This is an optimization exercise on Yosys and OpenROAD, whose aim is small area, not a production implementation.
In this exercise RTL edits were held to simulation tests only and were not proved equivalent to the original.
No activity file was given, so power comes from the tool's default toggle rates.

==> inputs of run X <==
==> flow/design.v (excerpt) <==
module DigitalClock(
    input        clk_1k,
    input        rst,
    input        clr_sw_n,
    input        alarm_sw,
    input        stopwatch_sw,
    input        timer_sw,
    input  [8:0] btn,          
    output [7:0] seg_data,
    output [7:0] seg_sel,
    output       lcd_rs,
    output       lcd_rw,
    output       lcd_e,
    output [7:0] lcd_data,
    output       piezo,
    output [7:0] led_1,        
    output [3:0] led_r,        
    output [3:0] led_g,        
    output [3:0] led_b         
);
    wire [8:0] btn_t;
    oneshot_universal #(.WIDTH(9)) u_btn_oneshot (
        .clk      (clk_1k),
        .rst      (rst),
        .btn      (btn),
        .btn_trig (btn_t)
    );
    wire clr_sw = ~clr_sw_n;
    wire clr_time;
    oneshot_universal #(.WIDTH(1)) u_clr_oneshot (
        .clk      (clk_1k),
        .rst      (rst),
        .btn      (clr_sw),
        .btn_trig (clr_time)
    );
    wire tick_1hz;
    clock_divider_1k_to_1hz u_div (
        .clk      (clk_1k),
        .rst      (rst),
        .tick_1hz (tick_1hz)
    );
    wire clock_adjust_enable = ~alarm_sw & ~stopwatch_sw & ~timer_sw;
    wire inc_hour_main = btn_t[0] & clock_adjust_enable;
    wire inc_min_main  = btn_t[1] & clock_adjust_enable;
    wire inc_sec_main  = btn_t[2] & clock_adjust_enable;
    wire [3:0] sec_ones, sec_tens;
    wire [3:0] min_ones, min_tens;
    wire [3:0] hour_ones;
    wire [1:0] hour_tens;
    time_counter_hms_bcd u_time (
        .clk       (clk_1k),
        .rst       (rst),
        .clr_time  (clr_time),
        .tick_1hz  (tick_1hz),
        .inc_hour  (inc_hour_main),
        .inc_min   (inc_min_main),
        .inc_sec   (inc_sec_main),
  ...
clock: 500.0 ns
lec_check: 0
abc_area: 1
cap_margin: 20
core_margin: 2
core_utilization: 60
cts_cluster_diameter: 60
cts_cluster_size: 30
gpl_timing_driven: 0
slew_margin: 20
standard.sh (not shown) runs the stock make flow with config.mk's settings and CLKGATE_MAP_FILE= SYNTH_SCRIPT=/design/flow/synth_recipe.tcl, a recipe that flattens the netlist after the stock synthesis.
==> flow/flow/run.sh <==
#!/bin/bash
# Standard ORFS synthesis, then the combinational logic between the (unchanged) registers is
# re-mapped by ABC for area, then the standard ORFS layout continues from that netlist.
set -euo pipefail
W=$(pwd)
YOSYS=${FLOW_HOME}/../tools/install/yosys/bin/yosys
[ -x "$YOSYS" ] || YOSYS=yosys
R=$W/orfs/results/${FLOW_PLATFORM}/DigitalClock/base
LIB=${FLOW_HOME}/platforms/${FLOW_PLATFORM}/lib/sky130_fd_sc_hd__tt_025C_1v80.lib

bash standard.sh synth > $W/synth_std.log 2>&1
cp $R/1_2_yosys.v $W/std_synth.v

DU=$(sed -n '/export DONT_USE_CELLS/,/^$/p' ${FLOW_HOME}/platforms/${FLOW_PLATFORM}/config.mk \
     | grep -o "sky130_fd_sc_hd__[a-z0-9_]*" | sed 's/^/-dont_use /' | tr '\n' ' ')
sed -e "s#@LIB@#$LIB#g" -e "s#@IN@#$W/std_synth.v#" -e "s#@OUT@#$W/resyn.v#" \
    -e "s#@ABC@#$W/flow/area.abc#" -e "s#@DU@#$DU#" -e "s#@TOP@#${FLOW_TOP}#" \
    $W/flow/resyn.ys > $W/resyn_run.ys
$YOSYS -l $W/resyn.log -s $W/resyn_run.ys > /dev/null 2>&1

cp $W/resyn.v $R/1_2_yosys.v
rm -f $R/1_synth.odb $R/1_synth.sdc
bash standard.sh > $W/layout.log 2>&1
==> flow/flow/area.abc <==
strash
&get -n
&deepsyn -T 120
&put
dch -f
amap
topo
==> flow/flow/resyn.ys <==
read_liberty -ignore_miss_func @LIB@
blackbox sky130_fd_sc_hd__*df* sky130_fd_sc_hd__*dl* sky130_fd_sc_hd__*sdf*
read_verilog @IN@
hierarchy -top @TOP@
flatten
opt -purge
stat
abc -script @ABC@ -liberty @LIB@ @DU@ -D 500
opt_clean -purge
hilomap -singleton -hicell sky130_fd_sc_hd__conb_1 HI -locell sky130_fd_sc_hd__conb_1 LO
insbuf -buf sky130_fd_sc_hd__buf_4 A X
stat -liberty @LIB@
write_verilog -noattr -noexpr -nohex -nodec @OUT@
==> run E: changes against run X <==
--- a/flow/design.v
+++ b/flow/design.v
@@ -307,16 +307,19 @@
     wire sw_wrap  = &sw_ticks;
     wire int_wrap = &int_ticks;
     wire [23:0] best_live, int_live;
     calc_bcd_track u_tb (.clk(clk_1k), .clr(rst | clear | (tick & sw_wrap)), .inc(tick), .set1(1'b0), .v(best_live));
     calc_bcd_track u_ti (.clk(clk_1k), .clr(rst | clear | lap | (tick & int_wrap)), .inc(tick), .set1(lap & tick), .v(int_live));
-    reg [23:0] intr, bestr, avgr;
+    reg [23:0] intr, bestr;
+    reg [31:0] avgr;    
     assign {int_m_tens, int_m_ones, int_s_tens, int_s_ones, int_cs_tens, int_cs_ones} = intr;
     assign {best_m_tens, best_m_ones, best_s_tens, best_s_ones, best_cs_tens, best_cs_ones} = bestr;
-    assign {avg_m_tens, avg_m_ones, avg_s_tens, avg_s_ones, avg_cs_tens, avg_cs_ones} = avgr;
+    wire [23:0] avg_bcd;
+    calc_bcd32 u_avg (.ticks(avgr), .o(avg_bcd));
+    assign {avg_m_tens, avg_m_ones, avg_s_tens, avg_s_ones, avg_cs_tens, avg_cs_ones} = avg_bcd;
     reg        stage_ok;
-    reg [23:0] avg_stage;
+    reg [31:0] avg_stage;
     wire lap_now  = lap & ~stage_ok;
     wire mode_tmr = tmr_job;
     wire mode_la  = ~tmr_job & ~lap_now;
     wire zero_nxt = rst | clear;
     wire [31:0] sum_new = sum_lap_ticks + sw_ticks + {31'd0, mode_la & tick & ~lap};
@@ -324,15 +327,13 @@
     wire [31:0] div_b = mode_tmr ? {15'd0, tmr_b} : (mode_la & zero_nxt) ? 32'd1 : lap_n;
     wire [31:0] div_q, div_r;
     udiv #(.W(32), .DW(32)) u_div (.a(div_a), .d(div_b), .q(div_q), .r(div_r));
     assign tmr_q = div_q[3:0];
     assign tmr_r = div_r[16:0];
-    wire [23:0] avg_bcd;
-    calc_bcd32 u_avg (.ticks(div_q), .o(avg_bcd));
     always @(posedge clk_1k) begin
         stage_ok <= mode_la;
-        if (mode_la) avg_stage <= avg_bcd;
+        if (mode_la) avg_stage <= div_q;
     end
     wire best_upd = (lap_n == 32'd1) || (sw_ticks < best_lap_ticks);
     always @(posedge clk_1k) begin
         if (rst) begin
             stopwatch_sw_d <= 0; running <= 0;
@@ -395,11 +396,11 @@
                         best_lap_ticks <= sw_ticks;
                         bestr <= best_live;
                     end
                     sum_lap_ticks <= sum_new;
                     lap_n <= lap_n + 32'd1;
-                    avgr <= stage_ok ? avg_stage : avg_bcd;
+                    avgr <= stage_ok ? avg_stage : div_q;
                     sw_update_toggle <= ~sw_update_toggle;
                 end
             end
         end
     end
--- a/flow/flow/run.sh
+++ b/flow/flow/run.sh
@@ -14,10 +14,21 @@
 DU=$(sed -n '/export DONT_USE_CELLS/,/^$/p' ${FLOW_HOME}/platforms/${FLOW_PLATFORM}/config.mk \
      | grep -o "sky130_fd_sc_hd__[a-z0-9_]*" | sed 's/^/-dont_use /' | tr '\n' ' ')
 sed -e "s#@LIB@#$LIB#g" -e "s#@IN@#$W/std_synth.v#" -e "s#@OUT@#$W/resyn.v#" \
     -e "s#@ABC@#$W/flow/area.abc#" -e "s#@DU@#$DU#" -e "s#@TOP@#${FLOW_TOP}#" \
     $W/flow/resyn.ys > $W/resyn_run.ys
+# keep the divider's logic (the input cone of the registers it feeds) as the standard
+# synthesis made it; re-map the rest
+sed -e "s#@LIB@#$LIB#g" -e "s#@IN@#$W/std_synth.v#" -e "s#@JSON@#$W/std_synth.json#" \
+    -e "s#@TOP@#${FLOW_TOP}#" $W/flow/resyn1.ys > $W/resyn1_run.ys
+$YOSYS -l $W/resyn1.log -s $W/resyn1_run.ys > /dev/null 2>&1
+python3 $W/flow/cone.py $W/std_synth.json $W/cone.txt '*avgr*' '*avg_stage*' '*sand_x*' '*sand_q*' > $W/cone.log 2>&1
+sed -i "s#@CONE@#$W/cone.txt#" $W/resyn_run.ys
 $YOSYS -l $W/resyn.log -s $W/resyn_run.ys > /dev/null 2>&1
 
 cp $W/resyn.v $R/1_2_yosys.v
+# clock tree options (ORFS's cts.tcl takes CTS_ARGS in place of its own)
+if [ -f $W/flow/cts_args.txt ]; then
+  export CTS_ARGS="$(cat $W/flow/cts_args.txt)"
+fi
 rm -f $R/1_synth.odb $R/1_synth.sdc
 bash standard.sh > $W/layout.log 2>&1
==> flow/flow/cone.py (new file) <==
#!/usr/bin/env python3
"""Lists the combinational cells in the input cone of the registers whose names match the
given patterns (the cone stops at registers and ports). Usage: cone.py netlist.json out.txt pat..."""
import json, sys, fnmatch
net = json.load(open(sys.argv[1]))
out = sys.argv[2]
pats = sys.argv[3:]
top = [m for m, d in net['modules'].items() if d.get('attributes', {}).get('top')]
mod = net['modules'][top[0]]
cells = mod['cells']
def is_seq(t):
    return any(k in t for k in ('__df', '__edf', '__sdf', '__dl'))
driver = {}
for name, c in cells.items():
    dirs = c.get('port_directions', {})
    for p, bits in c['connections'].items():
        if dirs.get(p) == 'output':
            for b in bits:
                if isinstance(b, int):
                    driver[b] = name
todo = []
for name, c in cells.items():
    if is_seq(c['type']) and any(fnmatch.fnmatchcase(name, p) for p in pats):
        dirs = c.get('port_directions', {})
        for p, bits in c['connections'].items():
            if dirs.get(p) == 'input' and p != 'CLK':
                todo += [b for b in bits if isinstance(b, int)]
cone = set()
seen = set()
while todo:
    b = todo.pop()
    if b in seen:
        continue
    seen.add(b)
    d = driver.get(b)
    if d is None or d in cone or is_seq(cells[d]['type']):
        continue
    cone.add(d)
    c = cells[d]
    dirs = c.get('port_directions', {})
    for p, bits in c['connections'].items():
        if dirs.get(p) == 'input':
            todo += [x for x in bits if isinstance(x, int)]
with open(out, 'w') as f:
    for n in sorted(cone):
        f.write(top[0] + '/' + n + '\n')
print(len(cone), 'cells kept of', len(cells))
==> flow/flow/cts_args.txt (new file) <==
-sink_clustering_enable -repair_clock_nets -sink_clustering_size 30 -sink_clustering_max_diameter 60 -dont_use_dummy_load
==> flow/flow/resyn.ys (replaced) <==
read_liberty -ignore_miss_func @LIB@
blackbox sky130_fd_sc_hd__*df* sky130_fd_sc_hd__*dl* sky130_fd_sc_hd__*sdf*
read_verilog @IN@
hierarchy -top @TOP@
select -read @CONE@
setattr -set keep_hierarchy 1
select -clear
flatten
opt -purge
stat
abc -script @ABC@ -liberty @LIB@ @DU@ -D 500 @TOP@
opt_clean -purge
blackbox sky130_fd_sc_hd__*
hilomap -singleton -hicell sky130_fd_sc_hd__conb_1 HI -locell sky130_fd_sc_hd__conb_1 LO
insbuf -buf sky130_fd_sc_hd__buf_4 A X
stat -liberty @LIB@
write_verilog -noattr -noexpr -nohex -nodec @OUT@
==> flow/flow/resyn1.ys (new file) <==
read_liberty -ignore_miss_func @LIB@
blackbox sky130_fd_sc_hd__*df* sky130_fd_sc_hd__*dl* sky130_fd_sc_hd__*sdf*
read_verilog @IN@
hierarchy -top @TOP@
write_json @JSON@
--- a/flow/config.mk
+++ b/flow/config.mk
@@ -6,10 +6,10 @@
 export NUM_CORES = 4
 export LEC_CHECK = 0
 export ABC_AREA = 1
 export CAP_MARGIN = 20
 export CORE_MARGIN = 2
-export CORE_UTILIZATION = 60
+export CORE_UTILIZATION = 70
 export CTS_CLUSTER_DIAMETER = 60
 export CTS_CLUSTER_SIZE = 30
 export GPL_TIMING_DRIVEN = 0
 export SLEW_MARGIN = 20
==> run A: changes against run X <==
--- a/flow/design.v
+++ b/flow/design.v
@@ -307,16 +307,19 @@
     wire sw_wrap  = &sw_ticks;
     wire int_wrap = &int_ticks;
     wire [23:0] best_live, int_live;
     calc_bcd_track u_tb (.clk(clk_1k), .clr(rst | clear | (tick & sw_wrap)), .inc(tick), .set1(1'b0), .v(best_live));
     calc_bcd_track u_ti (.clk(clk_1k), .clr(rst | clear | lap | (tick & int_wrap)), .inc(tick), .set1(lap & tick), .v(int_live));
-    reg [23:0] intr, bestr, avgr;
+    reg [23:0] intr, bestr;
+    reg [31:0] avgr;    
     assign {int_m_tens, int_m_ones, int_s_tens, int_s_ones, int_cs_tens, int_cs_ones} = intr;
     assign {best_m_tens, best_m_ones, best_s_tens, best_s_ones, best_cs_tens, best_cs_ones} = bestr;
-    assign {avg_m_tens, avg_m_ones, avg_s_tens, avg_s_ones, avg_cs_tens, avg_cs_ones} = avgr;
+    wire [23:0] avg_bcd;
+    calc_bcd32 u_avg (.ticks(avgr), .o(avg_bcd));
+    assign {avg_m_tens, avg_m_ones, avg_s_tens, avg_s_ones, avg_cs_tens, avg_cs_ones} = avg_bcd;
     reg        stage_ok;
-    reg [23:0] avg_stage;
+    reg [31:0] avg_stage;
     wire lap_now  = lap & ~stage_ok;
     wire mode_tmr = tmr_job;
     wire mode_la  = ~tmr_job & ~lap_now;
     wire zero_nxt = rst | clear;
     wire [31:0] sum_new = sum_lap_ticks + sw_ticks + {31'd0, mode_la & tick & ~lap};
@@ -324,15 +327,13 @@
     wire [31:0] div_b = mode_tmr ? {15'd0, tmr_b} : (mode_la & zero_nxt) ? 32'd1 : lap_n;
     wire [31:0] div_q, div_r;
     udiv #(.W(32), .DW(32)) u_div (.a(div_a), .d(div_b), .q(div_q), .r(div_r));
     assign tmr_q = div_q[3:0];
     assign tmr_r = div_r[16:0];
-    wire [23:0] avg_bcd;
-    calc_bcd32 u_avg (.ticks(div_q), .o(avg_bcd));
     always @(posedge clk_1k) begin
         stage_ok <= mode_la;
-        if (mode_la) avg_stage <= avg_bcd;
+        if (mode_la) avg_stage <= div_q;
     end
     wire best_upd = (lap_n == 32'd1) || (sw_ticks < best_lap_ticks);
     always @(posedge clk_1k) begin
         if (rst) begin
             stopwatch_sw_d <= 0; running <= 0;
@@ -395,11 +396,11 @@
                         best_lap_ticks <= sw_ticks;
                         bestr <= best_live;
                     end
                     sum_lap_ticks <= sum_new;
                     lap_n <= lap_n + 32'd1;
-                    avgr <= stage_ok ? avg_stage : avg_bcd;
+                    avgr <= stage_ok ? avg_stage : div_q;
                     sw_update_toggle <= ~sw_update_toggle;
                 end
             end
         end
     end
--- a/flow/flow/run.sh
+++ b/flow/flow/run.sh
@@ -14,10 +14,21 @@
 DU=$(sed -n '/export DONT_USE_CELLS/,/^$/p' ${FLOW_HOME}/platforms/${FLOW_PLATFORM}/config.mk \
      | grep -o "sky130_fd_sc_hd__[a-z0-9_]*" | sed 's/^/-dont_use /' | tr '\n' ' ')
 sed -e "s#@LIB@#$LIB#g" -e "s#@IN@#$W/std_synth.v#" -e "s#@OUT@#$W/resyn.v#" \
     -e "s#@ABC@#$W/flow/area.abc#" -e "s#@DU@#$DU#" -e "s#@TOP@#${FLOW_TOP}#" \
     $W/flow/resyn.ys > $W/resyn_run.ys
+# keep the divider's logic (the input cone of the registers it feeds) as the standard
+# synthesis made it; re-map the rest
+sed -e "s#@LIB@#$LIB#g" -e "s#@IN@#$W/std_synth.v#" -e "s#@JSON@#$W/std_synth.json#" \
+    -e "s#@TOP@#${FLOW_TOP}#" $W/flow/resyn1.ys > $W/resyn1_run.ys
+$YOSYS -l $W/resyn1.log -s $W/resyn1_run.ys > /dev/null 2>&1
+python3 $W/flow/cone.py $W/std_synth.json $W/cone.txt '*avgr*' '*avg_stage*' '*sand_x*' '*sand_q*' > $W/cone.log 2>&1
+sed -i "s#@CONE@#$W/cone.txt#" $W/resyn_run.ys
 $YOSYS -l $W/resyn.log -s $W/resyn_run.ys > /dev/null 2>&1
 
 cp $W/resyn.v $R/1_2_yosys.v
+# clock tree options (ORFS's cts.tcl takes CTS_ARGS in place of its own)
+if [ -f $W/flow/cts_args.txt ]; then
+  export CTS_ARGS="$(cat $W/flow/cts_args.txt)"
+fi
 rm -f $R/1_synth.odb $R/1_synth.sdc
 bash standard.sh > $W/layout.log 2>&1
==> flow/flow/cone.py (new file) <==
#!/usr/bin/env python3
"""Lists the combinational cells in the input cone of the registers whose names match the
given patterns (the cone stops at registers and ports). Usage: cone.py netlist.json out.txt pat..."""
import json, sys, fnmatch
net = json.load(open(sys.argv[1]))
out = sys.argv[2]
pats = sys.argv[3:]
top = [m for m, d in net['modules'].items() if d.get('attributes', {}).get('top')]
mod = net['modules'][top[0]]
cells = mod['cells']
def is_seq(t):
    return any(k in t for k in ('__df', '__edf', '__sdf', '__dl'))
driver = {}
for name, c in cells.items():
    dirs = c.get('port_directions', {})
    for p, bits in c['connections'].items():
        if dirs.get(p) == 'output':
            for b in bits:
                if isinstance(b, int):
                    driver[b] = name
todo = []
for name, c in cells.items():
    if is_seq(c['type']) and any(fnmatch.fnmatchcase(name, p) for p in pats):
        dirs = c.get('port_directions', {})
        for p, bits in c['connections'].items():
            if dirs.get(p) == 'input' and p != 'CLK':
                todo += [b for b in bits if isinstance(b, int)]
cone = set()
seen = set()
while todo:
    b = todo.pop()
    if b in seen:
        continue
    seen.add(b)
    d = driver.get(b)
    if d is None or d in cone or is_seq(cells[d]['type']):
        continue
    cone.add(d)
    c = cells[d]
    dirs = c.get('port_directions', {})
    for p, bits in c['connections'].items():
        if dirs.get(p) == 'input':
            todo += [x for x in bits if isinstance(x, int)]
with open(out, 'w') as f:
    for n in sorted(cone):
        f.write(top[0] + '/' + n + '\n')
print(len(cone), 'cells kept of', len(cells))
==> flow/flow/resyn.ys (replaced) <==
read_liberty -ignore_miss_func @LIB@
blackbox sky130_fd_sc_hd__*df* sky130_fd_sc_hd__*dl* sky130_fd_sc_hd__*sdf*
read_verilog @IN@
hierarchy -top @TOP@
select -read @CONE@
setattr -set keep_hierarchy 1
select -clear
flatten
opt -purge
stat
abc -script @ABC@ -liberty @LIB@ @DU@ -D 500 @TOP@
opt_clean -purge
blackbox sky130_fd_sc_hd__*
hilomap -singleton -hicell sky130_fd_sc_hd__conb_1 HI -locell sky130_fd_sc_hd__conb_1 LO
insbuf -buf sky130_fd_sc_hd__buf_4 A X
stat -liberty @LIB@
write_verilog -noattr -noexpr -nohex -nodec @OUT@
==> flow/flow/resyn1.ys (new file) <==
read_liberty -ignore_miss_func @LIB@
blackbox sky130_fd_sc_hd__*df* sky130_fd_sc_hd__*dl* sky130_fd_sc_hd__*sdf*
read_verilog @IN@
hierarchy -top @TOP@
write_json @JSON@
==> run summary <==
Outcome: run A no timing/DRC/antenna violations; run X no timing/DRC/antenna violations; run E no timing/DRC/antenna violations
Die Footprint: run A 137000 um^2; run X 109000 um^2; run E 118000 um^2
Non-CTS buffers: run A 279; run X 143; run E 281
Final WL: run A 302 mm; run X 259 mm; run E 310 mm
# clk buffers: run A 69; run X 74; run E 77
Internal power of the cells: run A 222000 uW; run X 14900 uW; run E 213000 uW
Number of multi-input combinational cells: run A 9052; run X 8235; run E 9085
CTS clock-pin slew for the worst setup and hold paths: run A 90 ps; run X 70 ps; run E 60 ps
Number of buffer cells added on primary ports: run A 53; run X 55; run E 53
Cell with the largest stage delay on the worst path: run A sky130_fd_sc_hd__nor2_1; run X sky130_fd_sc_hd__clkinv_1; run E sky130_fd_sc_hd__clkinv_1
Timing startpoint of the critical path: run A timer_sw; run X stopwatch_sw; run E timer_sw
Sequential share of power: run A 0.003; run X 0.018; run E 0.003
Cells after Synth: run A 11703; run X 10128; run E 11709
GRT met1 Usage: run A 0.505; run X 0.572; run E 0.594
Fin crit share: run A 0.416; run X 0.649; run E 0.420
Initial core utilization: run A 0.603; run X 0.606; run E 0.705
Met2 Routed Length: run A 135 mm; run X 106 mm; run E 128 mm
Worst stage delay on the critical path: run A 840 ps; run X 920 ps; run E 920 ps

[static timing again, ports no longer ideal]
The results above use ideal ports. As a check the final layouts listed here were re-extracted and re-timed, cells and wires unchanged. Step 1 assumes that a clkbuf_16 drives the clock port and a buf_2 every other input. Step 2 also shifts input and output timing later by t, the mid clock arrival at the registers, as if the neighbouring blocks saw the same clock. a / b / c = ideal ports / drivers / drivers and shift; a / b = the first two.
run | t, ns | setup WS [ns] | clock arrival spread, ns | pins driven straight from the clock port
run X | 0.740 | 175.681 / 175.579 / 174.839 | 0.037 / 0.037 | 1
run E | 0.777 | 289.843 / 289.828 / 289.050 | 0.176 / 0.177 | 1
run A | 0.784 | 292.037 / 292.102 / 291.317 | 0.065 / 0.065 | 1
After both steps every run listed still meets setup and hold. For run X, which loses most, drivers alone change the setup slack by -0.102 ns; drivers and shift together by -0.842 ns.
